Context: an optimization exercise on an open-source flow, tuned for small area, a short achievable clock period and few clock cycles. The choices shown serve that exercise and are no tape-out recipe. Where RTL was checked, it was by simulation tests only, not by an equivalence proof against the original. Only the layout flow was run in runs 1 and 7; the RTL was not checked for function there.

==> design.v <==
module taylor_sine(
    input clock,
    input reset,
    input start_in,
    input signed [11:0] x_in,
    output reg ready_out,
    output [11:0] sin_out
);
reg armed;
reg [5:1] ph;           
reg [11:0] t, n2, acc;
reg [5:0] b_one, b_two, b_neg;    
wire idle = ~|ph;
wire go   = idle && armed && start_in;
wire [10:0] u = ~n2[10:0];
wire big = (u >= 11'd1624 && u < 11'd1632) || (u >= 11'd1654 && u < 11'd1864) ||
           (u >= 11'd1868 && u < 11'd1912) || (u >= 11'd1916 && u < 11'd1918) ||
           (u >= 11'd1954 && u < 11'd1962);
wire n2_pos = !n2[11] && (n2[10:0] != 11'd0);
wire m3 = n2_pos && t[11];
wire m12 = n2[11] && ($signed(t) <= -12'sd49);
wire [1:0] m = m3 ? 2'd3 : m12 ? (big ? 2'd2 : 2'd1) : 2'd0;
wire [11:0] bnext = (idle | ph[1]) ? x_in : ph[2] ? 12'd171 : ph[3] ? n2 : 12'd51;
reg [5:0] e_one, e_two, e_neg;
reg bm1;
integer i;
always @(*) begin
    for (i = 0; i < 6; i = i + 1) begin
        bm1 = (i == 0) ? 1'b0 : bnext[2*i-1];
        e_one[i] = bnext[2*i] ^ bm1;
        e_two[i] = (bnext[2*i+1] & ~bnext[2*i] & ~bm1) | (~bnext[2*i+1] & bnext[2*i] & bm1);
        e_neg[i] = bnext[2*i+1];
    end
end
reg [12:0] e0, e1, e2, e3, e4, e5;
reg [12:0] v;
always @(*) begin
    for (i = 0; i < 6; i = i + 1) begin
        v = b_one[i] ? {t[11], t} : b_two[i] ? {t, 1'b0} : 13'd0;
        case (i)
            0: e0 = v ^ {13{b_neg[i]}};
            1: e1 = v ^ {13{b_neg[i]}};
            2: e2 = v ^ {13{b_neg[i]}};
            3: e3 = v ^ {13{b_neg[i]}};
            4: e4 = v ^ {13{b_neg[i]}};
            default: e5 = v ^ {13{b_neg[i]}};
        endcase
    end
end
wire hs0 = e0[10] ^ e1[8];
wire hc0 = e0[10] & e1[8];
wire hs1 = e0[11] ^ e1[9];
wire hc1 = e0[11] & e1[9];
wire hs2 = e0[12] ^ e1[10];
wire hc2 = e0[12] & e1[10];
wire hs3 = e0[12] ^ e1[11];
wire hc3 = e0[12] & e1[11];
wire hs4 = ~e0[12] ^ ~e1[12];
wire hc4 = ~e0[12] & ~e1[12];
wire hs5 = e0[6] ^ e1[4];
wire hc5 = e0[6] & e1[4];
wire hs6 = e0[7] ^ e1[5];
wire hc6 = e0[7] & e1[5];
wire fs7 = e0[8] ^ e1[6] ^ e2[4];
wire fc7 = (e0[8] & e1[6]) | (e0[8] & e2[4]) | (e1[6] & e2[4]);
wire hs8 = e3[2] ^ e4[0];
wire hc8 = e3[2] & e4[0];
wire fs9 = e0[9] ^ e1[7] ^ e2[5];
wire fc9 = (e0[9] & e1[7]) | (e0[9] & e2[5]) | (e1[7] & e2[5]);
wire hs10 = e3[3] ^ e4[1];
wire hc10 = e3[3] & e4[1];
wire fs11 = hs0 ^ e2[6] ^ e3[4];
wire fc11 = (hs0 & e2[6]) | (hs0 & e3[4]) | (e2[6] & e3[4]);
wire fs12 = e4[2] ^ (e5[0] | acc[0]) ^ b_neg[5];
wire fc12 = (e4[2] & (e5[0] | acc[0])) | (e4[2] & b_neg[5]) | ((e5[0] | acc[0]) & b_neg[5]);
wire fs13 = hs1 ^ e2[7] ^ e3[5];
wire fc13 = (hs1 & e2[7]) | (hs1 & e3[5]) | (e2[7] & e3[5]);
wire fs14 = e4[3] ^ (e5[1] | acc[1]) ^ hc0;
wire fc14 = (e4[3] & (e5[1] | acc[1])) | (e4[3] & hc0) | ((e5[1] | acc[1]) & hc0);
wire fs15 = hs2 ^ e2[8] ^ e3[6];
wire fc15 = (hs2 & e2[8]) | (hs2 & e3[6]) | (e2[8] & e3[6]);
wire fs16 = e4[4] ^ (e5[2] | acc[2]) ^ hc1;
wire fc16 = (e4[4] & (e5[2] | acc[2])) | (e4[4] & hc1) | ((e5[2] | acc[2]) & hc1);
wire fs17 = hs3 ^ e2[9] ^ e3[7];
wire fc17 = (hs3 & e2[9]) | (hs3 & e3[7]) | (e2[9] & e3[7]);
wire fs18 = e4[5] ^ (e5[3] | acc[3]) ^ hc2;
wire fc18 = (e4[5] & (e5[3] | acc[3])) | (e4[5] & hc2) | ((e5[3] | acc[3]) & hc2);
wire fs19 = hs4 ^ e2[10] ^ e3[8];
wire fc19 = (hs4 & e2[10]) | (hs4 & e3[8]) | (e2[10] & e3[8]);
wire fs20 = e4[6] ^ (e5[4] | acc[4]) ^ hc3;
wire fc20 = (e4[6] & (e5[4] | acc[4])) | (e4[6] & hc3) | ((e5[4] | acc[4]) & hc3);
wire fs21 = 1'b1 ^ e2[11] ^ e3[9];
wire fc21 = (1'b1 & e2[11]) | (1'b1 & e3[9]) | (e2[11] & e3[9]);
wire fs22 = e4[7] ^ (e5[5] | acc[5]) ^ hc4;
wire fc22 = (e4[7] & (e5[5] | acc[5])) | (e4[7] & hc4) | ((e5[5] | acc[5]) & hc4);
wire fs23 = ~e2[12] ^ e3[10] ^ e4[8];
wire fc23 = (~e2[12] & e3[10]) | (~e2[12] & e4[8]) | (e3[10] & e4[8]);
wire hs24 = 1'b1 ^ e3[11];
wire hc24 = 1'b1 & e3[11];
wire hs25 = e0[4] ^ e1[2];
wire hc25 = e0[4] & e1[2];
wire hs26 = e0[5] ^ e1[3];
wire hc26 = e0[5] & e1[3];
wire fs27 = hs5 ^ e2[2] ^ e3[0];
wire fc27 = (hs5 & e2[2]) | (hs5 & e3[0]) | (e2[2] & e3[0]);
wire fs28 = hs6 ^ e2[3] ^ e3[1];
wire fc28 = (hs6 & e2[3]) | (hs6 & e3[1]) | (e2[3] & e3[1]);
wire fs29 = fs7 ^ hs8 ^ b_neg[4];
wire fc29 = (fs7 & hs8) | (fs7 & b_neg[4]) | (hs8 & b_neg[4]);
wire fs30 = fs9 ^ hs10 ^ fc7;
wire fc30 = (fs9 & hs10) | (fs9 & fc7) | (hs10 & fc7);
wire fs31 = fs11 ^ fs12 ^ fc9;
wire fc31 = (fs11 & fs12) | (fs11 & fc9) | (fs12 & fc9);
wire fs32 = fs13 ^ fs14 ^ fc11;
wire fc32 = (fs13 & fs14) | (fs13 & fc11) | (fs14 & fc11);
wire fs33 = fs15 ^ fs16 ^ fc13;
wire fc33 = (fs15 & fs16) | (fs15 & fc13) | (fs16 & fc13);
wire fs34 = fs17 ^ fs18 ^ fc15;
wire fc34 = (fs17 & fs18) | (fs17 & fc15) | (fs18 & fc15);
wire fs35 = fs19 ^ fs20 ^ fc17;
wire fc35 = (fs19 & fs20) | (fs19 & fc17) | (fs20 & fc17);
wire fs36 = fs21 ^ fs22 ^ fc19;
wire fc36 = (fs21 & fs22) | (fs21 & fc19) | (fs22 & fc19);
wire fs37 = fs23 ^ (e5[6] | acc[6]) ^ fc21;
wire fc37 = (fs23 & (e5[6] | acc[6])) | (fs23 & fc21) | ((e5[6] | acc[6]) & fc21);
wire fs38 = hs24 ^ e4[9] ^ (e5[7] | acc[7]);
wire fc38 = (hs24 & e4[9]) | (hs24 & (e5[7] | acc[7])) | (e4[9] & (e5[7] | acc[7]));
wire fs39 = ~e3[12] ^ e4[10] ^ (e5[8] | acc[8]);
wire fc39 = (~e3[12] & e4[10]) | (~e3[12] & (e5[8] | acc[8])) | (e4[10] & (e5[8] | acc[8]));
wire hs40 = 1'b1 ^ e4[11];
wire hc40 = 1'b1 & e4[11];
wire hs41 = e0[2] ^ e1[0];
wire hc41 = e0[2] & e1[0];
wire hs42 = e0[3] ^ e1[1];
wire hc42 = e0[3] & e1[1];
wire fs43 = hs25 ^ e2[0] ^ b_neg[2];
wire fc43 = (hs25 & e2[0]) | (hs25 & b_neg[2]) | (e2[0] & b_neg[2]);
wire fs44 = hs26 ^ e2[1] ^ hc25;
wire fc44 = (hs26 & e2[1]) | (hs26 & hc25) | (e2[1] & hc25);
wire fs45 = fs27 ^ b_neg[3] ^ hc26;
wire fc45 = (fs27 & b_neg[3]) | (fs27 & hc26) | (b_neg[3] & hc26);
wire fs46 = fs28 ^ hc5 ^ fc27;
wire fc46 = (fs28 & hc5) | (fs28 & fc27) | (hc5 & fc27);
wire fs47 = fs29 ^ hc6 ^ fc28;
wire fc47 = (fs29 & hc6) | (fs29 & fc28) | (hc6 & fc28);
wire fs48 = fs30 ^ hc8 ^ fc29;
wire fc48 = (fs30 & hc8) | (fs30 & fc29) | (hc8 & fc29);
wire fs49 = fs31 ^ hc10 ^ fc30;
wire fc49 = (fs31 & hc10) | (fs31 & fc30) | (hc10 & fc30);
wire fs50 = fs32 ^ fc12 ^ fc31;
wire fc50 = (fs32 & fc12) | (fs32 & fc31) | (fc12 & fc31);
wire fs51 = fs33 ^ fc14 ^ fc32;
wire fc51 = (fs33 & fc14) | (fs33 & fc32) | (fc14 & fc32);
wire fs52 = fs34 ^ fc16 ^ fc33;
wire fc52 = (fs34 & fc16) | (fs34 & fc33) | (fc16 & fc33);
wire fs53 = fs35 ^ fc18 ^ fc34;
wire fc53 = (fs35 & fc18) | (fs35 & fc34) | (fc18 & fc34);
wire fs54 = fs36 ^ fc20 ^ fc35;
wire fc54 = (fs36 & fc20) | (fs36 & fc35) | (fc20 & fc35);
wire fs55 = fs37 ^ fc22 ^ fc36;
wire fc55 = (fs37 & fc22) | (fs37 & fc36) | (fc22 & fc36);
wire fs56 = fs38 ^ fc23 ^ fc37;
wire fc56 = (fs38 & fc23) | (fs38 & fc37) | (fc23 & fc37);
wire fs57 = fs39 ^ hc24 ^ fc38;
wire fc57 = (fs39 & hc24) | (fs39 & fc38) | (hc24 & fc38);
wire fs58 = hs40 ^ (e5[9] | acc[9]) ^ fc39;
wire fc58 = (hs40 & (e5[9] | acc[9])) | (hs40 & fc39) | ((e5[9] | acc[9]) & fc39);
wire fs59 = ~e4[12] ^ (e5[10] | acc[10]) ^ hc40;
wire fc59 = (~e4[12] & (e5[10] | acc[10])) | (~e4[12] & hc40) | ((e5[10] | acc[10]) & hc40);
wire hs60 = 1'b1 ^ (e5[11] | acc[11]);
wire hc60 = 1'b1 & (e5[11] | acc[11]);
wire [21:0] ps = {hs60, fs59, fs58, fs57, fs56, fs55, fs54, fs53, fs52, fs51, fs50, fs49, fs48, fs47, fs46, fs45, fs44, fs43, hs42, hs41, e0[1], e0[0]};
wire [21:0] pc = {fc59, fc58, fc57, fc56, fc55, fc54, fc53, fc52, fc51, fc50, fc49, fc48, fc47, fc46, fc45, fc44, fc43, hc42, hc41, b_neg[1], 1'b0, b_neg[0]};
wire [21:0] prod = ps + pc;
wire [11:0] res = prod[21:10];
always @(posedge clock) begin
    if (reset) begin
        ready_out <= 1'b0;
        armed <= 1'b1;
        ph <= 5'd0;
    end else begin
        ph <= {ph[4:1], go};
        if (go) begin
            ready_out <= 1'b0;
            armed <= 1'b0;
        end else if (ph[5]) begin
            ready_out <= 1'b1;
        end else if (idle && !start_in) begin
            armed <= 1'b1;
        end
    end
end
always @(posedge clock) begin
    b_one <= e_one;
    b_two <= e_two;
    b_neg <= e_neg;
    acc <= ph[4] ? x_in + t - {10'd0, m} : 12'd0;
    if (go) t <= x_in;
    if (ph[1]) n2 <= ~res;
    if (ph[1] | ph[2] | ph[3] | ph[4] | ph[5]) t <= res ^ {12{ph[1]}};
end
assign sin_out = t;
endmodule
==> run.sh <==
#!/bin/bash
# synth_recipe.tcl (not shown) runs the flow's synth.tcl, then flattens the netlist and writes it again
# the make line also repeats each setting of config.mk as NAME=value (left out here)
make -C /OpenROAD-flow-scripts/flow DESIGN_CONFIG=/design/flow/config.mk WORK_HOME=/design/flow/orfs CLKGATE_MAP_FILE= SYNTH_SCRIPT=/design/flow/synth_recipe.tcl finish
==> config.mk <==
export PLATFORM = sky130hd
export DESIGN_NAME = taylor_sine
export DESIGN_NICKNAME = taylor_sine
export VERILOG_FILES = /design/flow/design.v
export SDC_FILE = /design/flow/constraint.sdc
export NUM_CORES = 4
export LEC_CHECK = 0
export CAP_MARGIN = 20
export CORE_MARGIN = 2
export CORE_UTILIZATION = 65
export CTS_BUF_LIST = sky130_fd_sc_hd__clkbuf_8
export SETUP_SLACK_MARGIN = 4
export SLEW_MARGIN = 20
==> constraint.sdc <==
create_clock -name core_clock -period 10.0 [get_ports {clock}]
set_input_delay 2.0000 -clock core_clock [delete_from_list [all_inputs] [get_ports {clock}]]
set_output_delay 2.0000 -clock core_clock [all_outputs]
set_load 0.01 [all_outputs]
==> impl_metrics.tcl, run 1 <==
set metrics [dict create \
    detailed_routing_iteration_count_for_the_pre_antenna_repair_pass 5 \
    grt_use_total 0.348 \
    worstPathBufferInverterCount 2 \
    die_area_um2 11200 \
    critical-path-top-cell-by-count "fa_1" \
    multi_input_area_um2 4740 \
    hpwlAfterDp_um 13800 \
    grt_antenna_before_repair 0 \
    grt_pass1_wl_um 29800 \
    std_cell_rows 37 \
    cts_hold_repair.buffers 0 \
    gpl.final_weighted_congestion 0.940 \
    sequential_cell_area_um2 1460 \
    tritoncts.num_buffers 9 \
    setup_bufs_post_cts 0 \
    layout.cells.most_common "nand2_1" \
    fillers 848 \
    die_w_um 106 \
    fp.dieH_um 106 \
    post_synth.cell_area_avg_um2 7.99 \
    cts.repair.resized 0 \
    critPathRequiredTime_ns 10.11 \
    timing.final.crit_period_ns 5.30 \
    num_io_pins 28 \
    synth.area.top_cells "fa_1 13%, dfxtp_1 11%, edfxtp_1 11%, ha_1 10%, nand2_1 8.3%" \
    wl_per_cell_um 19.0 \
    cts_buffer_depth 2 \
    min_period_over_period 0.530 \
    fin_setup_tns_ns 0 \
    synthesis.instances 842 \
    report.final.slew_viol_count 0 \
    worstPathCellList "nand2_1 -> o21ai_0 -> xor2_1 -> ha_1 -> fa_1 -> inv_1 -> fa_1 -> inv_1 -> fa_1 -> ha_1 -> a21oi_1 -> and2_1 -> a22oi_1 -> nand2_1 -> a211oi_1 -> o21ai_1 -> o21a_1" \
    run_status "no timing/DRC/antenna violations" \
    clockRootBuffer "clkbuf_8" \
    timing.fmax_ghz 0.189 \
    dr_drc_count 0 \
    cpLargestDelayFamily "adder cells" \
    overall_via_count_from_detail_route 5835 \
    number_of_storage_elements_in_the_synthesis_netlist 61 \
    areaGrowthSynthToFinish_pct 7.48 \
    critical-path-max-stage-delay_ns 0.76 \
    ctsHtreeMaxLevel 3 \
    cell_count_after_placement 961 \
    fin_worst_skew_ns 0.0141 \
    critical_path.endpoint_type "flop" \
    grt_overflow_total 0 \
    floorplan.initialDensity 0.660 \
    r2r_cells 17 \
    first_global_vias 5837 \
    route.detailed.vias_per_inst 5.97 \
    most-common-layout-cells "148 x nand2_1, 93 x inv_1, 78 x o21ai_0" \
    fin_nets 950 \
    critical_path_depth 17 \
    synth.yosys.warnings 1 \
    clk_slew_on_worst_s_h_paths_ns 0.07 \
    max-cap-violations 0 \
    syn-cell-area_um2 6730 \
    critPathLaunchType "flop" \
    seq_area_frac_synth 0.217 \
    netlist.area_leader.share 0.134 \
    insertedDiodeCount 0 \
    pin_count_of_the_biggest_net_entering_global_routing 28 \
    post_route_cells_drive_above_1_share 0.0297 \
    drt-initial-drc-count 460 \
    post-synth-top-area-cell "fa_1" \
    timing.critical_path.arrival_ns 5.41 \
    worstSetupPathType "reg2reg" \
    ys_dominant_reg_cell "dfxtp_1" \
    hold-path-cell-count 2 \
    postRouteAntennaNets 0 \
    port_buffers 27 \
    clk_latency_ns 0.36 \
    cts_num_sinks 61 \
    synth.distinct_cells 55 \
    synth-edff-count 24 \
    async_flop_share 0 \
    worst_path_max_delay_cell "edfxtp_1" \
    final-instance-count-excl-fill 977 \
    hold_path_class "reg2reg" \
    hold_viol 0 \
    max_slew.worst_pin.slew_ns 1.11 \
    rsz0062_at_grt "false" \
    setup-violations-final 0 \
    timing.max_slew.rel_slack 0.258 \
    synth_fp_nets 956 \
    worstPathMaxFanout 14 \
    coreArea_um2 10200 \
    wl_um 18500 \
    cts_tree "yes" \
]
==> synth_stat cells (all sizes together) (2+ instances only) <==
library cell,instances
nand2,148
inv,93
o21ai,83
ha,54
xor2,50
xnor2,47
fa,45
a21oi,44
dfxtp,37
clkbuf,35
nor2,25
edfxtp,24
a21o,13
and2,13
nand3,11
buf,10
nand2b,10
nor3,10
o211ai,9
and3,8
nand4,8
nor2b,8
a22oi,5
o21bai,5
a211o,4
nor4,4
o21a,4
a31oi,3
and4,3
or2,3
a21boi,2
a31o,2
mux2i,2
o311ai,2
o31ai,2
or3,2
or4,2
==> flip-flops by register name, indices dropped and copies added (netlist names) <==
signal and cells:
acc 12, armed 1, b_neg 6, b_one 6
b_two 6, n2 12, ph 5, ready_out 1
t 12
==> through the flow <==
step	setup slack (ns)	area (um2)	util	hold WS (ns)
after floorplan	5.05	6730	-	0.436
after global placement	4.85	7000	0.687	0.452
after detailed placement	4.76	7000	0.687	0.477
after CTS	4.75	7230	0.710	0.491
after global routing	4.40	7230	0.710	0.550
final	4.70	7230	0.710	0.492
==> layer usage <==
metal  vias to the layer above  wire [um]  GRT usage
met5                         -          0          0
met4                         0        758      0.169
met3                        45       1140     0.0495
met1                      2789       7490      0.423
li1                       2770          -          -
met2                       231       9150      0.605
==> worst min-delay path, delay by kind of cell, from the launching register on <==
kind          cells  cell delay (ns)
flops             1             0.33
simple gates      2             0.12
==> cell type report <==
type	instances	share of cell area
tap	136	0.0235
clock buffer	11	0.0209
sequential	61	0.202
timing repair buffer	28	0.0384
inverter	93	0.0483
clock inverter	5	0.0106
multi-input combinational	643	0.656
==> cell families (layout without fill, tap and decap cells) <==
family                   count (synthesis)  count (layout)  synth area share
AO/OA/AOI/OAI                          186             186             0.164
adder cells (fa/ha/maj)                 99              99             0.234
buffers and inverters                  138             137            0.0776
XOR/XNOR                                97              97             0.126
AND/OR/NAND/NOR                        258             258             0.176
multiplexers                             3               3           0.00465
flip-flops                              61              61             0.217
==> path summary, 6_finish.rpt <==
| check | start | endpoint | slack (ns) |
|---|---|---|---|
| worst max-delay path | t[9] | t[11] | 4.70 |
| worst max register to register | t[9] | t[11] | 4.70 |
| worst min register to register | armed | ph[1] | 0.49 |
| worst min-delay path | armed | ph[1] | 0.49 |
==> inputs of run 2 (changes only) <==
--- a/design.v
+++ b/design.v
@@ -18,7 +18,8 @@
            (u >= 11'd1954 && u < 11'd1962);
 wire n2_pos = !n2[11] && (n2[10:0] != 11'd0);
 wire m3 = n2_pos && t[11];
-wire m12 = n2[11] && ($signed(t) <= -12'sd49);
+wire signed [11:0] c0 = t;
+wire m12 = n2[11] && (c0 <= -12'sd49);
 wire [1:0] m = m3 ? 2'd3 : m12 ? (big ? 2'd2 : 2'd1) : 2'd0;
 wire [11:0] bnext = (idle | ph[1]) ? x_in : ph[2] ? 12'd171 : ph[3] ? n2 : 12'd51;
 reg [5:0] e_one, e_two, e_neg;
==> run 2 against run 1 <==
Still clean on timing, DRC and antenna. Worst setup slack is the same. Global-route usage is the same. Fmax is the same. Non-clock buffer count is the same. Die area is the same. First-iteration DRC count is the same. Critical endpoint unchanged.
==> impl_metrics.tcl, run 2 <==
set metrics [dict create \
    run_status "no timing/DRC/antenna violations" \
    grt_antenna_before_repair 0 \
    clk_slew_on_worst_s_h_paths_ns 0.07 \
    setup_bufs_post_cts 0 \
    synthMostInstantiatedCell "nand2_1" \
    gpl.final_weighted_congestion 0.940 \
    cts_num_sinks 61 \
    worstSetupPathType "reg2reg" \
    synthesis.instances 842 \
    min_period_over_period 0.530 \
    overall_via_count_from_detail_route 5835 \
    most-common-layout-cells "148 x nand2_1, 93 x inv_1, 78 x o21ai_0" \
    worst_path_max_delay_cell "edfxtp_1" \
    drt-initial-drc-count 460 \
    std_cell_rows 37 \
    wl_um 18500 \
    critical-path-max-stage-delay_ns 0.76 \
    hpwlAfterDp_um 13800 \
    clk_latency_ns 0.36 \
    timing.final.crit_period_ns 5.30 \
    fillers 848 \
    timing.critical_path.arrival_ns 5.41 \
    multi_input_area_um2 4740 \
    first_global_vias 5837 \
    number_of_storage_elements_in_the_synthesis_netlist 61 \
    worstPathMaxFanout 14 \
    tritoncts.num_buffers 9 \
    placement.cell_area_um2 7000 \
    layout.cells.most_common "nand2_1" \
    critical_path.endpoint_type "flop" \
    timing.fmax_ghz 0.189 \
    worstPathCellList "nand2_1 -> o21ai_0 -> xor2_1 -> ha_1 -> fa_1 -> inv_1 -> fa_1 -> inv_1 -> fa_1 -> ha_1 -> a21oi_1 -> and2_1 -> a22oi_1 -> nand2_1 -> a211oi_1 -> o21ai_1 -> o21a_1" \
    report.final.slew_viol_count 0 \
    critPathRequiredTime_ns 10.11 \
    cts.repair.resized 0 \
    synth_fp_nets 956 \
    route.detailed.vias_per_inst 5.97 \
    hold_viol 0 \
    pin_count_of_the_biggest_net_entering_global_routing 28 \
    clockRootBuffer "clkbuf_8" \
    fin_setup_tns_ns 0 \
    fin_nets 950 \
    fp.dieH_um 106 \
    syn-cell-area_um2 6730 \
    rr_startpoint "t[9]" \
    synth.yosys.warnings 1 \
    synth_common_cells "148 x nand2_1, 91 x inv_1, 78 x o21ai_0" \
    finalInstanceArea_um2 7230 \
    sequential_cell_area_um2 1460 \
    post_route_cells_drive_above_1_share 0.0297 \
    insertedDiodeCount 0 \
    largest_registers "acc (12), n2 (12), t (12)" \
    ctsHtreeMaxLevel 3 \
    synth.area.top_cells "fa_1 13%, dfxtp_1 11%, edfxtp_1 11%, ha_1 10%, nand2_1 8.3%" \
    synth-edff-count 24 \
    hold-path-cell-count 2 \
    post-synth-top-area-cell "fa_1" \
    timing.hold.worst.start "armed" \
    async_flop_share 0 \
    post-route-worst-setup-slack_ns 4.70 \
    hold_path_class "reg2reg" \
    fin_worst_skew_ns 0.0141 \
    cts_hold_repair.buffers 0 \
    max_slew.worst_pin.slew_ns 1.11 \
    r2r_cells 17 \
    ys_dominant_reg_cell "dfxtp_1" \
    critical-path-top-cell-by-count "fa_1" \
    worst_r2r_endpoint "t[11]" \
    dr_drc_count 0 \
    place_ws_ns 4.76 \
    postRouteAntennaNets 0 \
    cts_tree "yes" \
    netlist.area_leader.share 0.134 \
    wl_per_cell_um 19.0 \
    coreArea_um2 10200 \
    grt_use_total 0.348 \
    setup-violations-final 0 \
    cts_buffer_depth 2 \
    floorplan.initialDensity 0.660 \
    port_buffers 27 \
    die_area_um2 11200 \
    num_io_pins 28 \
    hold_path_end "ph[1]" \
    post_synth.cell_area_avg_um2 7.99 \
    critPathLaunchType "flop" \
    reg2reg_slack_ns 4.70 \
    timing.max_slew.rel_slack 0.258 \
    detailed_routing_iteration_count_for_the_pre_antenna_repair_pass 5 \
    areaGrowthSynthToFinish_pct 7.48 \
    synth.distinct_cells 55 \
    grt_overflow_total 0 \
    max-cap-violations 0 \
    rsz0062_at_grt "false" \
    die_w_um 106 \
    seq_area_frac_synth 0.217 \
    grt_pass1_wl_um 29800 \
]
==> run 2: cell counts in the layout (fill, tap and decap cells not counted) <==
No cell type changed its count.
==> run 2: logic make-up (layout without fill, tap and decap cells) <==
group	count (synthesis)	after routing	synth area share
simple gates	258	258	0.176
compound gates	186	186	0.164
buf+inv	138	137	0.0776
fa+ha+maj	99	99	0.234
xor+xnor	97	97	0.126
flops	61	61	0.217
mux	3	3	0.00465
==> run 2: final cells by class <==
class                           instances  area share
Tap cell                              136      0.0235
Clock inverter                          5      0.0106
Inverter                               93      0.0483
Multi-Input combinational cell        643       0.656
Clock buffer                           11      0.0209
Timing Repair Buffer                   28      0.0384
Sequential cell                        61       0.202
==> run 2: how the worst max path moves through the flow <==
| stage | endpoint | cells past startpoint | from | slack (ns) |
|---|---|---|---|---|
| floorplan | t[8] | 17 | b_neg[1] | 5.05 |
| global placement | t[8] | 16 | t[9] | 4.85 |
| detailed placement | t[8] | 15 | t[9] | 4.76 |
| CTS | t[11] | 17 | t[9] | 4.75 |
| global route | t[11] | 17 | b_one[0] | 4.40 |
| finish | t[11] | 17 | t[9] | 4.70 |
==> run 2: critical path, delay by kind of cell (launching register included) <==
family,cells,cell delay (ns)
buf+inv,2,0.10
compound gates,6,1.32
fa+ha+maj,5,2.21
xor+xnor,1,0.23
flops,1,0.76
simple gates,3,0.41
==> run 2: metal layers <==
metal	global-route usage	wire length, um	vias up
met5	0	0	-
met4	0.169	758	0
met2	0.605	9150	231
met1	0.423	7490	2789
li1	-	-	2770
met3	0.0495	1140	45
==> run 2: metrics by stage <==
step | utilization | std cells | hold WS [ns]
3_5_place_dp | 0.687 | 961 | 0.477
4_1_cts | 0.710 | 977 | 0.491
3_3_place_gp | 0.687 | 961 | 0.452
6_report | 0.710 | 977 | 0.492
2_1_floorplan | - | 842 | 0.436
5_1_grt | 0.710 | 977 | 0.550
Testbench counts of run 2, summed over its fixed seeds: cycles 11,192.
==> inputs of run 3 (changes only) <==
--- a/config.mk
+++ b/config.mk
@@ -5,6 +5,7 @@
 export SDC_FILE = /design/flow/constraint.sdc
 export NUM_CORES = 4
 export LEC_CHECK = 0
+export ABC_AREA = 1
 export CAP_MARGIN = 20
 export CORE_MARGIN = 2
 export CORE_UTILIZATION = 65
==> run 3 against run 2 <==
Routed wire length is 20% higher. Critical endpoint is now t[7]. Sequential share of layout area decreased by 2.0 points. Die area increased by 11%. Highest routed layer unchanged. Cell area is 11% higher. Sequential cell count did not move. Synthesized cell count increased by 25%. Still clean. Worst hold slack worse by 0.019 ns. Cell count up 24%. Clock skew up 0.0019 ns. Synthesized area increased by 12%.
==> impl_metrics.tcl, run 3 <==
set metrics [dict create \
    run_status "no timing/DRC/antenna violations" \
    die_area_um2 12400 \
    setup_bufs_post_cts 0 \
    hold_path_class "reg2reg" \
    post_route_cells_drive_above_1_share 0.0489 \
    cts_buffer_depth 2 \
    hpwlAfterDp_um 17300 \
    detailed_routing_iteration_count_for_the_pre_antenna_repair_pass 5 \
    synth.distinct_cells 55 \
    num_io_pins 28 \
    grt_pass1_wl_um 35000 \
    die_w_um 112 \
    timing.final.crit_period_ns 5.26 \
    hold_slack_ns 0.473 \
    cell_count_after_placement 1191 \
    report.final.slew_viol_count 0 \
    synth.area.top_cells "fa_1 12%, o21ai_0 11%, dfxtp_1 9.8%, inv_1 9.8%, edfxtp_1 9.6%" \
    ctsHtreeMaxLevel 3 \
    cts.repair.resized 0 \
    clockRootBuffer "clkbuf_8" \
    number_of_storage_elements_in_the_synthesis_netlist 61 \
    timing.max_slew.rel_slack 0.336 \
    setup-violations-final 0 \
    insertedDiodeCount 0 \
    utilization 0.704 \
    worst_r2r_endpoint "t[7]" \
    critical_path.endpoint_type "flop" \
    timing.fmax_ghz 0.190 \
    rr_startpoint "t[4]" \
    std_cell_rows 39 \
    worstSetupPathType "reg2reg" \
    pin_count_of_the_biggest_net_entering_global_routing 32 \
    port_buffers 27 \
    ys_dominant_reg_cell "dfxtp_1" \
    min_period_over_period 0.526 \
    first_global_vias 6678 \
    synth_fp_nets 1167 \
    fin_worst_skew_ns 0.0161 \
    layout.cells.most_common "inv_1" \
    fin_setup_tns_ns 0 \
    drt-initial-drc-count 670 \
    rsz0062_at_grt "false" \
    max-cap-violations 0 \
    postRouteAntennaNets 0 \
    hold_viol 0 \
    floorplan.initialDensity 0.661 \
    fp.dieH_um 112 \
    r2r_cells 19 \
    final-instance-count-excl-fill 1207 \
    crit_start "t[4]" \
    grt_antenna_before_repair 0 \
    fin_nets 1173 \
    route.detailed.vias_per_inst 5.77 \
    synth_common_cells "196 x inv_1, 184 x nand2_1, 158 x o21ai_0" \
    worstPathMaxFanout 8 \
    timing.critical_path.arrival_ns 5.32 \
    overall_via_count_from_detail_route 6968 \
    cp-endpoint "t[7]" \
    synth-edff-count 24 \
    synthMostInstantiatedCell "inv_1" \
    synth.yosys.warnings 1 \
    seq_area_frac_synth 0.194 \
    synthesis.instances 1053 \
    post_synth.cell_area_avg_um2 7.14 \
    grt_overflow_total 0 \
    critPathLaunchType "flop" \
    dr_drc_count 0 \
    clk_latency_ns 0.35 \
    largest_registers "acc (12), n2 (12), t (12)" \
    syn-cell-area_um2 7520 \
    reg2reg_slack_ns 4.74 \
    areaGrowthSynthToFinish_pct 6.45 \
    cts_tree "yes" \
    tritoncts.num_buffers 9 \
    most-common-layout-cells "198 x inv_1, 184 x nand2_1, 158 x o21ai_0" \
    cts_num_sinks 61 \
    gpl.final_weighted_congestion 1.00 \
    coreArea_um2 11400 \
    critPathRequiredTime_ns 10.06 \
    clk_slew_on_worst_s_h_paths_ns 0.08 \
    async_flop_share 0 \
    netlist.area_leader.share 0.120 \
    wl_per_cell_um 18.4 \
    max_slew.worst_pin.slew_ns 0.994 \
    cts_hold_repair.buffers 0 \
    grt_use_total 0.364 \
    post-synth-top-area-cell "fa_1" \
    wl_um 22200 \
]
[run 3: layer usage]
metal	GRT usage	part of all wire
met3	0.0724	0.080
met4	0.170	0.047
met2	0.586	0.46
met1	0.476	0.41
met5	0	0
[run 3: cell families after synthesis]
| kind of cell | count (synthesis) | share of synthesized area |
|---|---|---|
| AOI/OAI and AO/OA | 248 | 0.190 |
| buffers and inverters | 239 | 0.128 |
| DFF | 61 | 0.194 |
| and+or+nand+nor | 335 | 0.196 |
| adders and majority gates | 99 | 0.210 |
| xor gates and xnor gates | 71 | 0.0827 |
[run 3: how the worst min path moves through the flow]
stage | endpoint | slack (ns) | from | cells past startpoint
global placement | armed | 0.46 | armed | 2
floorplan | armed | 0.44 | armed | 2
global route | armed | 0.51 | armed | 2
detailed placement | armed | 0.46 | armed | 2
CTS | armed | 0.48 | armed | 2
finish | armed | 0.47 | armed | 2
[run 3: cell type report]
class / count / area (um2)
multi-input combinational: 753 / 5100
fill: 1018 / 3360
sequential: 61 / 1460
inverter: 207 / 793
timing repair buffer: 27 / 270
tap: 143 / 179
clock buffer: 11 / 151
clock inverter: 5 / 51.3
[run 3: metrics by stage]
step | worst slack (ns) | cell area, um2
2_1_floorplan | 5.46 | 7520
3_3_place_gp | 4.87 | 7800
3_5_place_dp | 4.85 | 7800
4_1_cts | 4.82 | 8010
5_1_grt | 4.49 | 8010
6_report | 4.74 | 8010
[run 3: worst max-delay path, cell delays in order, from the launching register on]
cell and delay [ns]:
edfxtp_1 0.65, inv_1 0.33, o21ai_0 0.22, o21ai_0 0.14
a21oi_1 0.17, o21ai_0 0.14, fa_1 0.56, inv_1 0.05
fa_1 0.51, inv_1 0.06, fa_1 0.56, ha_1 0.49
nand2_2 0.12, nor2_1 0.24, nand2_1 0.11, or2_4 0.26
nand2_2 0.07, nand2_1 0.06, nand3_1 0.08, nand3_1 0.13
==> inputs of run 4 (changes only) <==
--- a/config.mk
+++ b/config.mk
@@ -5,10 +5,9 @@
 export SDC_FILE = /design/flow/constraint.sdc
 export NUM_CORES = 4
 export LEC_CHECK = 0
-export ABC_AREA = 1
 export CAP_MARGIN = 20
 export CORE_MARGIN = 2
 export CORE_UTILIZATION = 65
 export CTS_BUF_LIST = sky130_fd_sc_hd__clkbuf_8
-export SETUP_SLACK_MARGIN = 4
+export SETUP_SLACK_MARGIN = 4.5
 export SLEW_MARGIN = 20
==> run 4 against run 3 <==
Synthesized area down 11%. Fmax rose by 0.92%. Cell area decreased by 9.2%. Routed wire length down 17%. Clock-buffer cell count did not move. Via count decreased by 16%. Utilization rose by 0.96 points. Worst hold slack improved by 0.019 ns. Global-route usage shrank 1.6 points. Critical path type unchanged. Highest routed layer unchanged.
==> impl_metrics.tcl, run 4 <==
set metrics [dict create \
    timing.critical_path.arrival_ns 5.32 \
    cts_num_sinks 61 \
    number_of_storage_elements_in_the_synthesis_netlist 61 \
    grt_use_total 0.348 \
    first_global_vias 5837 \
    coreArea_um2 10200 \
    fin_setup_tns_ns 0 \
    hpwlAfterDp_um 13800 \
    detailed_routing_iteration_count_for_the_pre_antenna_repair_pass 6 \
    final-instance-count-excl-fill 982 \
    setup-violations-final 0 \
    synthesis.instances 842 \
    cell_count_after_placement 961 \
    post_synth.cell_area_avg_um2 7.99 \
    clk_slew_on_worst_s_h_paths_ns 0.07 \
    clockRootBuffer "clkbuf_8" \
    hold_path_class "reg2reg" \
    async_flop_share 0 \
    overall_via_count_from_detail_route 5871 \
    max_slew.worst_pin.slew_ns 1.11 \
    timing.fmax_ghz 0.192 \
    grt_overflow_total 0 \
    largest_registers "acc (12), n2 (12), t (12)" \
    post_route_cells_drive_above_1_share 0.0378 \
    report.final.slew_viol_count 0 \
    ctsHtreeMaxLevel 3 \
    critPathLaunchType "flop" \
    grt_antenna_before_repair 0 \
    areaGrowthSynthToFinish_pct 8.07 \
    max-cap-violations 0 \
    layout.cells.most_common "nand2_1" \
    insertedDiodeCount 0 \
    clk_latency_ns 0.36 \
    synth-edff-count 24 \
    fillers 843 \
    tritoncts.num_buffers 9 \
    critPathRequiredTime_ns 10.11 \
    grt_pass1_wl_um 29800 \
    rr_startpoint "t[10]" \
    ys_dominant_reg_cell "dfxtp_1" \
    port_buffers 27 \
    pin_count_of_the_biggest_net_entering_global_routing 28 \
    synth_fp_nets 956 \
    cts_tree "yes" \
    seq_area_frac_synth 0.217 \
    route.detailed.vias_per_inst 5.98 \
    rsz0062_at_grt "false" \
    netlist.area_leader.share 0.134 \
    synth_common_cells "148 x nand2_1, 91 x inv_1, 78 x o21ai_0" \
    dr_drc_count 0 \
    wl_per_cell_um 18.8 \
    fin_nets 955 \
    synthMostInstantiatedCell "nand2_1" \
    postRouteAntennaNets 0 \
    synth.yosys.warnings 1 \
    wl_um 18500 \
    hold_viol 0 \
    post-synth-top-area-cell "fa_1" \
    cts_hold_repair.buffers 0 \
    cts_buffer_depth 2 \
    fp.dieH_um 106 \
    min_period_over_period 0.521 \
    timing.max_slew.rel_slack 0.260 \
    die_w_um 106 \
    worstPathMaxFanout 14 \
    run_status "no timing/DRC/antenna violations" \
    critical_path.endpoint_type "flop" \
    syn-cell-area_um2 6730 \
    timing.final.crit_period_ns 5.21 \
    floorplan.initialDensity 0.660 \
    fin_worst_skew_ns 0.0155 \
    drt-initial-drc-count 501 \
    die_area_um2 11200 \
    most-common-layout-cells "148 x nand2_1, 93 x inv_1, 78 x o21ai_0" \
    crit_start "t[10]" \
    worstSetupPathType "reg2reg" \
    gpl.final_weighted_congestion 0.940 \
    synth.area.top_cells "fa_1 13%, dfxtp_1 11%, edfxtp_1 11%, ha_1 10%, nand2_1 8.3%" \
    synth.distinct_cells 55 \
    std_cell_rows 37 \
    num_io_pins 28 \
    timing.hold.worst.start "armed" \
]
-- run 4: changes by cell type after synthesis, sizes merged, moves of 8 or more --
cell	change
nand2b	+10
nand2	-43
o21ai	-86
and2	+10
clkbuf	+13
xnor2	+41
nand3	-56
nor2	-24
nor2b	+8
inv	-112
a21o	+10
xor2	-15
-- run 4: final timing paths --
path            to  slack [ns]  cells after the start
min          ph[1]        0.49                      2
max reg2reg  t[11]        4.79                     17
min reg2reg  ph[1]        0.49                      2
max          t[11]        4.79                     17
-- run 4: timing repair --
| item | in CTS | in global routing |
|---|---|---|
| setup endpoints to repair | 0 | 4 |
| setup buffers | 0 | 5 |
| resized for setup | 0 | 2 |
-- run 4: critical path: stages (launching register included) --
cell	delay (ns)
edfxtp_1	0.67
nand2_1	0.09
o21ai_0	0.20
xor2_1	0.19
ha_1	0.29
fa_1	0.55
inv_1	0.06
fa_1	0.52
inv_1	0.06
fa_1	0.47
ha_1	0.42
a21oi_1	0.13
and2_1	0.17
a22oi_1	0.38
nand2_1	0.17
a211oi_1	0.39
o21ai_1	0.10
o21a_1	0.11
-- run 4: final cells by class --
| type | count | area [um2] | area share |
|---|---|---|---|
| clock buffer | 11 | 151 | 0.0208 |
| clock inverter | 5 | 76.3 | 0.0105 |
| inverter | 93 | 349 | 0.0480 |
| multi-input combinational | 643 | 4740 | 0.652 |
| sequential | 61 | 1460 | 0.201 |
| tap | 136 | 170 | 0.0234 |
| timing repair buffer | 33 | 315 | 0.0434 |
-- run 4: cells by family (layout without fill, tap and decap cells) --
family / count (synthesis) / after routing / synth area share
AND/OR/NAND/NOR: 258 / 258 / 0.176
flip-flops: 61 / 61 / 0.217
multiplexers: 3 / 3 / 0.00465
AO/OA/AOI/OAI: 186 / 186 / 0.164
adder cells (fa/ha/maj): 99 / 99 / 0.234
XOR/XNOR: 97 / 97 / 0.126
buffers and inverters: 138 / 142 / 0.0776
-- run 4: per-layer routing --
layer  up-vias  part of all wire  track usage
met2       238              0.49        0.605
met3        53             0.070       0.0495
li1       2780                 -            -
met5         -                 0            0
met4         0             0.043        0.169
met1      2800              0.39        0.423
-- run 4: metrics by stage --
| step | setup slack (ns) | instance area, um2 | utilization | hold WS [ns] |
|---|---|---|---|---|
| 3_5_place_dp | 4.76 | 7000 | 0.687 | 0.477 |
| 2_1_floorplan | 5.05 | 6730 | - | 0.436 |
| 3_3_place_gp | 4.85 | 7000 | 0.687 | 0.452 |
| 4_1_cts | 4.75 | 7230 | 0.710 | 0.491 |
| 5_1_grt | 4.51 | 7270 | 0.714 | 0.550 |
| 6_report | 4.79 | 7270 | 0.714 | 0.492 |
==> inputs of run 5 (changes only) <==
--- a/config.mk
+++ b/config.mk
@@ -7,7 +7,7 @@
 export LEC_CHECK = 0
 export CAP_MARGIN = 20
 export CORE_MARGIN = 2
-export CORE_UTILIZATION = 65
+export CORE_UTILIZATION = 75
 export CTS_BUF_LIST = sky130_fd_sc_hd__clkbuf_8
 export SETUP_SLACK_MARGIN = 4.5
 export SLEW_MARGIN = 20
==> run 5 against run 4 <==
Synthesized area did not move. Via count rose by 4.9%. Non-clock buffer count rose by 8. Sequential cell count did not move. Worst hold slack got worse by 0.010 ns. Sequential share of layout area rose by 0.058 points. Global-route usage rose by 5.0 points. Register-to-register slack got worse by 0.11 ns. Cell count fell by 2.0%. Highest routed layer unchanged.
==> impl_metrics.tcl, run 5 <==
set metrics [dict create \
    hold-path-cell-count 1 \
    largest_registers "acc (12), n2 (12), t (12)" \
    ctsHtreeMaxLevel 3 \
    wl_um 19200 \
    gpl.final_weighted_congestion 0.950 \
    cts_tree "yes" \
    max_slew.worst_pin.slew_ns 1.12 \
    insertedDiodeCount 0 \
    run_status "no timing/DRC/antenna violations" \
    worst_r2r_endpoint "t[10]" \
    timing.hold.worst.start "armed" \
    timing.critical_path.arrival_ns 5.40 \
    sequential_cell_area_um2 1470 \
    fp.dieH_um 98.7 \
    rsz0062_at_grt "false" \
    setup-violations-final 0 \
    hold_viol 0 \
    report.final.slew_viol_count 0 \
    clk_slew_on_worst_s_h_paths_ns 0.07 \
    worstSetupPathType "reg2reg" \
    number_of_storage_elements_in_the_synthesis_netlist 61 \
    detailed_routing_iteration_count_for_the_pre_antenna_repair_pass 5 \
    tritoncts.num_buffers 9 \
    max-cap-violations 0 \
    synth.area.top_cells "fa_1 13%, dfxtp_1 11%, edfxtp_1 11%, ha_1 10%, nand2_1 8.3%" \
    synthMostInstantiatedCell "nand2_1" \
    drt-initial-drc-count 491 \
    clockRootBuffer "clkbuf_8" \
    wl_per_cell_um 20.0 \
    reg2reg_slack_ns 4.68 \
    fin_worst_skew_ns 0.00937 \
    post_route_cells_drive_above_1_share 0.0574 \
    synth_common_cells "148 x nand2_1, 91 x inv_1, 78 x o21ai_0" \
    hold_slack_ns 0.482 \
    grt_pass1_wl_um 30300 \
    synth.distinct_cells 55 \
    timing.final.crit_period_ns 5.32 \
    floorplan.initialDensity 0.771 \
    grt_antenna_before_repair 0 \
    critical_path.endpoint_type "flop" \
    pin_count_of_the_biggest_net_entering_global_routing 28 \
    coreArea_um2 8720 \
    ys_dominant_reg_cell "dfxtp_1" \
    dr_drc_count 0 \
    async_flop_share 0 \
    num_io_pins 28 \
    hpwlAfterDp_um 13400 \
    post-synth-top-area-cell "fa_1" \
    postRouteAntennaNets 0 \
    min_period_over_period 0.532 \
    port_buffers 27 \
    synth-edff-count 24 \
    most-common-layout-cells "148 x nand2_1, 92 x inv_1, 78 x o21ai_0" \
    synthesis.instances 842 \
    fillers 539 \
    seq_area_frac_synth 0.217 \
    synth.yosys.warnings 1 \
    post_synth.cell_area_avg_um2 7.99 \
    overall_via_count_from_detail_route 6159 \
    cts_num_sinks 61 \
    hold_path_end "ready_out" \
    syn-cell-area_um2 6730 \
    first_global_vias 6168 \
    die_w_um 98.7 \
    areaGrowthSynthToFinish_pct 8.41 \
    timing.fmax_ghz 0.188 \
    rr_startpoint "t[11]" \
    critPathRequiredTime_ns 10.08 \
    timing.max_slew.rel_slack 0.256 \
    std_cell_rows 34 \
    layout.cells.most_common "nand2_1" \
    finalInstanceArea_um2 7290 \
    synth_fp_nets 956 \
    route.detailed.vias_per_inst 6.40 \
    cts_hold_repair.buffers 0 \
    placement.cell_area_um2 6970 \
    clk_latency_ns 0.35 \
    die_area_um2 9740 \
    grt_overflow_total 0 \
    netlist.area_leader.share 0.134 \
    worstPathMaxFanout 7 \
    grt_use_total 0.398 \
    cts_buffer_depth 2 \
    r2r_cells 17 \
    fin_setup_tns_ns 0 \
    critPathLaunchType "flop" \
    multi_input_area_um2 4760 \
    hold_path_class "reg2reg" \
    fin_nets 963 \
]
==> run 5: worst max path at each step <==
| stage | slack, ns | from | end | cells after the start |
|---|---|---|---|---|
| final | 4.68 | t[11] | t[10] | 17 |
| after global routing | 4.34 | t[11] | t[10] | 17 |
| after CTS | 4.52 | b_one[0] | t[7] | 17 |
| after detailed placement | 4.55 | b_one[0] | t[11] | 17 |
| after global placement | 4.83 | b_one[0] | t[11] | 17 |
| after floorplan | 5.05 | b_neg[1] | t[8] | 17 |
==> run 5: routing by layer <==
| metal | vias up | routed length [um] | part of all wire | global-route usage |
|---|---|---|---|---|
| met4 | 0 | 1140 | 0.059 | 0.247 |
| li1 | 2795 | - | - | - |
| met5 | - | 0 | 0 | 0 |
| met3 | 93 | 1930 | 0.10 | 0.0908 |
| met1 | 2907 | 6920 | 0.36 | 0.476 |
| met2 | 364 | 9240 | 0.48 | 0.652 |
==> run 5: final cells by class <==
class                           instances  share of cell area
Sequential cell                        61               0.202
Clock inverter                          6             0.00858
Inverter                               93              0.0479
Timing Repair Buffer                   41              0.0511
Multi-Input combinational cell        643               0.653
Tap cell                              108              0.0185
Clock buffer                           10              0.0189
==> run 5: per-stage QoR <==
step / instances / util / worst slack, ns
final: 962 / 0.836 / 4.68
after global routing: 962 / 0.836 / 4.34
after CTS: 949 / 0.822 / 4.52
after detailed placement: 933 / 0.799 / 4.55
after global placement: 933 / 0.799 / 4.83
after floorplan: 842 / - / 5.05
==> run 5: timing repair <==
item,CTS,global route
setup buffers,0,13
gates resized for setup,0,11
endpoints found under the setup margin,0,7
==> run 5: cell families after synthesis <==
family                   after synthesis  share of synthesized area
AO/OA/AOI/OAI                        186                      0.164
flip-flops                            61                      0.217
multiplexers                           3                    0.00465
adder cells (fa/ha/maj)               99                      0.234
XOR/XNOR                              97                      0.126
AND/OR/NAND/NOR                      258                      0.176
buffers and inverters                138                     0.0776
==> run 5: worst max-delay path, cell delays in order, from the launching register on <==
cell      delay [ns]
edfxtp_1        0.53
o21ai_0         0.17
xnor2_1         0.34
inv_1           0.09
ha_1            0.33
fa_1            0.55
inv_1           0.06
fa_1            0.54
inv_1           0.07
fa_1            0.43
ha_1            0.38
a21oi_1         0.24
and2_1          0.21
nand4_1         0.28
a31oi_1         0.33
xor2_1          0.17
a22oi_1         0.22
o21ai_0         0.11
==> inputs of run 6 (changes only) <==
--- a/config.mk
+++ b/config.mk
@@ -7,7 +7,7 @@
 export LEC_CHECK = 0
 export CAP_MARGIN = 20
 export CORE_MARGIN = 2
-export CORE_UTILIZATION = 75
+export CORE_UTILIZATION = 65
 export CTS_BUF_LIST = sky130_fd_sc_hd__clkbuf_8
-export SETUP_SLACK_MARGIN = 4.5
+export SETUP_SLACK_MARGIN = 3.5
 export SLEW_MARGIN = 20
==> run 6 against run 5 <==
Worst hold slack improved by 0.010 ns. Sequential share of layout area barely moved. Routed wire length is 3.6% lower. Synthesized cell count did not move. Die area is 15% higher. Via count is 5.3% lower. Highest routed layer unchanged.
==> impl_metrics.tcl, run 6 <==
set metrics [dict create \
    run_status "no timing/DRC/antenna violations" \
    synthMostInstantiatedCell "nand2_1" \
    grt_antenna_before_repair 0 \
    cts_hold_repair.buffers 0 \
    worst_r2r_endpoint "t[11]" \
    std_cell_rows 37 \
    synth.distinct_cells 55 \
    critical_path.endpoint_type "flop" \
    synth.area.top_cells "fa_1 13%, dfxtp_1 11%, edfxtp_1 11%, ha_1 10%, nand2_1 8.3%" \
    cell_count_after_placement 961 \
    num_io_pins 28 \
    hold_slack_ns 0.492 \
    setup_bufs_post_cts 0 \
    synth_fp_nets 956 \
    fillers 848 \
    wl_per_cell_um 19.0 \
    gpl.final_weighted_congestion 0.940 \
    grt_use_total 0.348 \
    ctsHtreeMaxLevel 3 \
    worstSetupPathType "reg2reg" \
    timing.final.crit_period_ns 5.30 \
    report.final.slew_viol_count 0 \
    post-synth-top-area-cell "fa_1" \
    port_buffers 27 \
    floorplan.initialDensity 0.660 \
    max_slew.worst_pin.slew_ns 1.11 \
    post_synth.cell_area_avg_um2 7.99 \
    rr_startpoint "t[9]" \
    hpwlAfterDp_um 13800 \
    r2r_cells 17 \
    hold_path_class "reg2reg" \
    layout.cells.most_common "nand2_1" \
    grt_overflow_total 0 \
    synthesis.instances 842 \
    worstPathMaxFanout 14 \
    fin_worst_skew_ns 0.0141 \
    hold_viol 0 \
    syn-cell-area_um2 6730 \
    critical_path_depth 17 \
    fin_nets 950 \
    fin_setup_tns_ns 0 \
    fp.dieH_um 106 \
    post_route_cells_drive_above_1_share 0.0297 \
    cts_buffer_depth 2 \
    setup-violations-final 0 \
    worstPathBufferInverterCount 2 \
    insertedDiodeCount 0 \
    worst_path_max_delay_cell "edfxtp_1" \
    pin_count_of_the_biggest_net_entering_global_routing 28 \
    synth_common_cells "148 x nand2_1, 91 x inv_1, 78 x o21ai_0" \
    post-route-worst-setup-slack_ns 4.70 \
    detailed_routing_iteration_count_for_the_pre_antenna_repair_pass 5 \
    postRouteAntennaNets 0 \
    route.detailed.vias_per_inst 5.97 \
    cp-endpoint "t[11]" \
    cpLargestDelayFamily "adder cells" \
    clk_latency_ns 0.36 \
    critical-path-max-stage-delay_ns 0.76 \
    clockRootBuffer "clkbuf_8" \
    first_global_vias 5837 \
    cts.repair.resized 0 \
    drt-initial-drc-count 460 \
    netlist.area_leader.share 0.134 \
    synth-edff-count 24 \
    grt_pass1_wl_um 29800 \
    clk_slew_on_worst_s_h_paths_ns 0.07 \
    seq_area_frac_synth 0.217 \
    cts_tree "yes" \
    largest_registers "acc (12), n2 (12), t (12)" \
    coreArea_um2 10200 \
    wl_um 18500 \
    rsz0062_at_grt "false" \
    ys_dominant_reg_cell "dfxtp_1" \
    areaGrowthSynthToFinish_pct 7.48 \
    die_area_um2 11200 \
    place_ws_ns 4.76 \
    worstPathCellList "nand2_1 -> o21ai_0 -> xor2_1 -> ha_1 -> fa_1 -> inv_1 -> fa_1 -> inv_1 -> fa_1 -> ha_1 -> a21oi_1 -> and2_1 -> a22oi_1 -> nand2_1 -> a211oi_1 -> o21ai_1 -> o21a_1" \
    final-instance-count-excl-fill 977 \
    critPathRequiredTime_ns 10.11 \
    critPathLaunchType "flop" \
    number_of_storage_elements_in_the_synthesis_netlist 61 \
    reg2reg_slack_ns 4.70 \
    tritoncts.num_buffers 9 \
    die_w_um 106 \
    async_flop_share 0 \
    timing.fmax_ghz 0.189 \
    dr_drc_count 0 \
    critical-path-top-cell-by-count "fa_1" \
    min_period_over_period 0.530 \
    synth.yosys.warnings 1 \
    timing.max_slew.rel_slack 0.258 \
    timing.critical_path.arrival_ns 5.41 \
    max-cap-violations 0 \
    crit_start "t[9]" \
    most-common-layout-cells "148 x nand2_1, 93 x inv_1, 78 x o21ai_0" \
    cts_num_sinks 61 \
    overall_via_count_from_detail_route 5835 \
]
run 6: worst min path at each step:
stage,startpoint,slack [ns],endpoint,cells past startpoint
after detailed placement,armed,0.48,ph[1],2
final,armed,0.49,ph[1],2
after global placement,armed,0.45,ready_out,1
after global routing,armed,0.55,ph[1],2
after CTS,armed,0.49,ph[1],2
after floorplan,armed,0.44,ready_out,1
run 6: area by class of cell:
| cell class | instances | area, um2 | share of cell area |
|---|---|---|---|
| Clock buffer | 11 | 151 | 0.0209 |
| Tap cell | 136 | 170 | 0.0235 |
| Inverter | 93 | 349 | 0.0483 |
| Clock inverter | 5 | 76.3 | 0.0106 |
| Multi-Input combinational cell | 643 | 4740 | 0.656 |
| Timing Repair Buffer | 28 | 278 | 0.0384 |
| Sequential cell | 61 | 1460 | 0.202 |
run 6: per-stage QoR:
| stage | utilization | area, um2 |
|---|---|---|
| after floorplan | - | 6730 |
| after global placement | 0.687 | 7000 |
| after detailed placement | 0.687 | 7000 |
| after CTS | 0.710 | 7230 |
| after global routing | 0.710 | 7230 |
| final | 0.710 | 7230 |
run 6: layer usage:
metal / GRT usage / vias to the layer above / part of all wire
li1: - / 2770 / -
met1: 0.423 / 2789 / 0.40
met2: 0.605 / 231 / 0.49
met3: 0.0495 / 45 / 0.061
met4: 0.169 / 0 / 0.041
met5: 0 / - / 0
run 6: cells by family (layout without fill, tap and decap cells):
family	count (synthesis)	count (layout)	synth area share
buffers and inverters	138	137	0.0776
adders and majority gates	99	99	0.234
muxes	3	3	0.00465
xor gates and xnor gates	97	97	0.126
AOI/OAI and AO/OA	186	186	0.164
DFF	61	61	0.217
and+or+nand+nor	258	258	0.176
run 6: tightest hold or removal path, delay by kind of cell (launching register included):
kind | cells | cell delay, ns
DFF | 1 | 0.33
and+or+nand+nor | 2 | 0.12
==> inputs of run 7 (changes only) <==
--- a/design.v
+++ b/design.v
@@ -18,8 +18,7 @@
            (u >= 11'd1954 && u < 11'd1962);
 wire n2_pos = !n2[11] && (n2[10:0] != 11'd0);
 wire m3 = n2_pos && t[11];
-wire signed [11:0] c0 = t;
-wire m12 = n2[11] && (c0 <= -12'sd49);
+wire m12 = n2[11] && ($signed(t) <= -12'sd49);
 wire [1:0] m = m3 ? 2'd3 : m12 ? (big ? 2'd2 : 2'd1) : 2'd0;
 wire [11:0] bnext = (idle | ph[1]) ? x_in : ph[2] ? 12'd171 : ph[3] ? n2 : 12'd51;
 reg [5:0] e_one, e_two, e_neg;
--- a/config.mk
+++ b/config.mk
@@ -8,6 +8,6 @@
 export CAP_MARGIN = 20
 export CORE_MARGIN = 2
 export CORE_UTILIZATION = 65
-export CTS_BUF_LIST = sky130_fd_sc_hd__clkbuf_8
-export SETUP_SLACK_MARGIN = 3.5
+export CTS_BUF_LIST = sky130_fd_sc_hd__clkbuf_4 sky130_fd_sc_hd__clkbuf_8
+export SETUP_SLACK_MARGIN = 4
 export SLEW_MARGIN = 20
==> run 7 against run 6 <==
Synthesized area is the same. Synthesized cell count stayed put. Register-to-register slack about the same. Utilization is 0.074 points higher. Via count did not move. Sequential cell count unchanged. Clock skew fell by 0.0015 ns. Worst setup slack gained 0.0077 ns. First-iteration DRC count is 3.5% higher. Critical endpoint is now t[8]. Clock-buffer cell count grew 2. Routed wire length decreased by 0.12%. Sequential share of layout area hardly changed.
==> impl_metrics.tcl, run 7 <==
set metrics [dict create \
    dr_drc_count 0 \
    clockRootBuffer "clkbuf_8" \
    cts.repair.resized 0 \
    wl_per_cell_um 18.9 \
    cts_hold_repair.buffers 0 \
    fp.dieH_um 106 \
    synthesis.instances 842 \
    rsz0062_at_grt "false" \
    fin_setup_tns_ns 0 \
    post-synth-top-area-cell "fa_1" \
    overall_via_count_from_detail_route 5835 \
    post_synth.cell_area_avg_um2 7.99 \
    setup-violations-final 0 \
    crit_start "t[9]" \
    worst_path_max_delay_cell "edfxtp_1" \
    async_flop_share 0 \
    grt_util_met3 0.0495 \
    coreArea_um2 10200 \
    worstPathBufferInverterCount 0 \
    ctsHtreeMaxLevel 3 \
    port_buffers 27 \
    first_global_vias 5837 \
    critical-path-max-stage-delay_ns 0.76 \
    synth_fp_nets 956 \
    timing.fmax_ghz 0.189 \
    postRouteAntennaNets 0 \
    areaGrowthSynthToFinish_pct 7.59 \
    worstPathCellList "nand2_1 -> o21ai_0 -> xor2_1 -> ha_1 -> fa_1 -> fa_1 -> fa_1 -> ha_1 -> nand4_1 -> a311o_1 -> a21oi_1 -> o2111a_1 -> nor3_1 -> or2_1 -> a211o_1" \
    clk_latency_ns 0.36 \
    seq_area_frac_synth 0.217 \
    syn-cell-area_um2 6730 \
    pin_count_of_the_biggest_net_entering_global_routing 28 \
    synth.area.top_cells "fa_1 13%, dfxtp_1 11%, edfxtp_1 11%, ha_1 10%, nand2_1 8.3%" \
    grt_pass1_wl_um 29800 \
    setup_bufs_post_cts 0 \
    critical-path-top-cell-by-count "fa_1" \
    fin_nets 950 \
    timing.max_slew.rel_slack 0.280 \
    timing.critical_path.arrival_ns 5.41 \
    layout.cells.most_common "nand2_1" \
    timing.final.crit_period_ns 5.29 \
    report.final.slew_viol_count 0 \
    cts_buffer_depth 2 \
    place_ws_ns 4.76 \
    synthMostInstantiatedCell "nand2_1" \
    gpl.final_weighted_congestion 0.940 \
    wl_um 18500 \
    cts_num_sinks 61 \
    synth.yosys.warnings 1 \
    synth-edff-count 24 \
    drt-initial-drc-count 476 \
    fillers 846 \
    r2r_cells 15 \
    grt_antenna_before_repair 0 \
    critical_path.endpoint_type "flop" \
    cpLargestDelayFamily "adder cells" \
    rr_startpoint "t[9]" \
    grt_use_total 0.348 \
    largest_registers "acc (12), n2 (12), t (12)" \
    critical_path_depth 15 \
    critPathRequiredTime_ns 10.12 \
    std_cell_rows 37 \
    worstSetupPathType "reg2reg" \
    worst_r2r_endpoint "t[8]" \
    max_slew.worst_pin.slew_ns 1.08 \
    globalRoute.busiestLayer "met2" \
    die_w_um 106 \
    fin_worst_skew_ns 0.0126 \
    cp-endpoint "t[8]" \
    synth_common_cells "148 x nand2_1, 91 x inv_1, 78 x o21ai_0" \
    most-common-layout-cells "148 x nand2_1, 91 x inv_1, 78 x o21ai_0" \
    number_of_storage_elements_in_the_synthesis_netlist 61 \
    route.detailed.vias_per_inst 5.97 \
    ys_dominant_reg_cell "dfxtp_1" \
    die_area_um2 11200 \
    grtUsageMet2 0.605 \
    run_status "no timing/DRC/antenna violations" \
    floorplan.initialDensity 0.660 \
    met1_usage 0.423 \
    reg2reg_slack_ns 4.71 \
    min_period_over_period 0.529 \
    clk_slew_on_worst_s_h_paths_ns 0.08 \
    post-route-worst-setup-slack_ns 4.71 \
    hpwlAfterDp_um 13800 \
    tritoncts.num_buffers 9 \
    post_route_cells_drive_above_1_share 0.0321 \
    hold_path_class "reg2reg" \
    detailed_routing_iteration_count_for_the_pre_antenna_repair_pass 5 \
    synth.distinct_cells 55 \
    max-cap-violations 0 \
    num_io_pins 28 \
    worstPathMaxFanout 14 \
    utilization 0.711 \
    hold_viol 0 \
    insertedDiodeCount 0 \
    cts_tree "yes" \
    netlist.area_leader.share 0.134 \
    grt_overflow_total 0 \
    critPathLaunchType "flop" \
]
## run 7: cell counts after synthesis
Identical to the previous run, type by type.
## run 7: logic make-up after synthesis
| logic type | synth area share |
|---|---|
| xor+xnor | 0.126 |
| buf+inv | 0.0776 |
| compound gates | 0.164 |
| flops | 0.217 |
| mux | 0.00465 |
| fa+ha+maj | 0.234 |
| simple gates | 0.176 |
## run 7: cell type report
cell class | count | area [um2] | area share
Tap cell | 136 | 170 | 0.0235
Clock buffer | 13 | 166 | 0.0230
Multi-Input combinational cell | 643 | 4740 | 0.655
Inverter | 93 | 349 | 0.0482
Clock inverter | 3 | 68.8 | 0.00951
Sequential cell | 61 | 1460 | 0.202
Timing Repair Buffer | 28 | 278 | 0.0384
## run 7: worst min path at each step
stage	endpoint	cells after the start	startpoint
after CTS	ph[1]	2	armed
after global placement	ready_out	1	armed
after floorplan	ready_out	1	armed
after global routing	ph[1]	2	armed
final	ph[1]	2	armed
after detailed placement	ph[1]	2	armed
## run 7: metrics by stage
step           std cells  area [um2]  hold WS [ns]
3_5_place_dp         961        7000         0.477
4_1_cts              977        7240         0.491
2_1_floorplan        842        6730         0.436
5_1_grt              977        7240         0.550
6_report             977        7240         0.492
3_3_place_gp         961        7000         0.452
## run 7: metal layers
layer	up-vias	wire (um)
met4	0	734
li1	2771	-
met1	2776	7410
met3	45	1180
met2	243	9190
met5	-	0
## run 7: worst reg2reg max path, stage by stage (launching register included)
cell	delay, ns
edfxtp_1	0.76
nand2_1	0.09
o21ai_0	0.26
xor2_1	0.11
ha_1	0.34
fa_1	0.51
fa_1	0.53
fa_1	0.51
ha_1	0.41
nand4_1	0.11
a311o_1	0.35
a21oi_1	0.22
o2111a_1	0.26
nor3_1	0.06
or2_1	0.23
a211o_1	0.30

[re-timing with driven ports]
The results above use ideal ports. As a check the final layouts listed here were re-extracted and re-timed, cells and wires unchanged.
Step 1 sets driving cells, clkbuf_16 on the clock port and buf_2 on the other inputs (assumed; they add their load-dependent delay and slew).
Step 2 moves the port delays by t, midway between the first and last clock arrival at a register: inputs arrive t later, outputs are due t later. That takes back most of the time a late clock gives input paths.
Slacks: ideal ports / drivers / drivers and shift; pairs: ideal ports / drivers.
run	shift t [ns]	setup slack, ns	latest minus earliest clock arrival (ns)
run 1	0.392	4.701 / 4.701 / 4.701	0.014 / 0.014
run 2	0.392	4.701 / 4.701 / 4.701	0.014 / 0.014
run 3	0.376	4.742 / 4.742 / 4.742	0.016 / 0.016
run 4	0.391	4.790 / 4.790 / 4.790	0.015 / 0.016
run 5	0.375	4.681 / 4.681 / 4.681	0.009 / 0.010
run 6	0.392	4.701 / 4.701 / 4.701	0.014 / 0.014
run 7	0.391	4.709 / 4.709 / 4.709	0.013 / 0.012
After both steps every run listed still meets setup and hold.
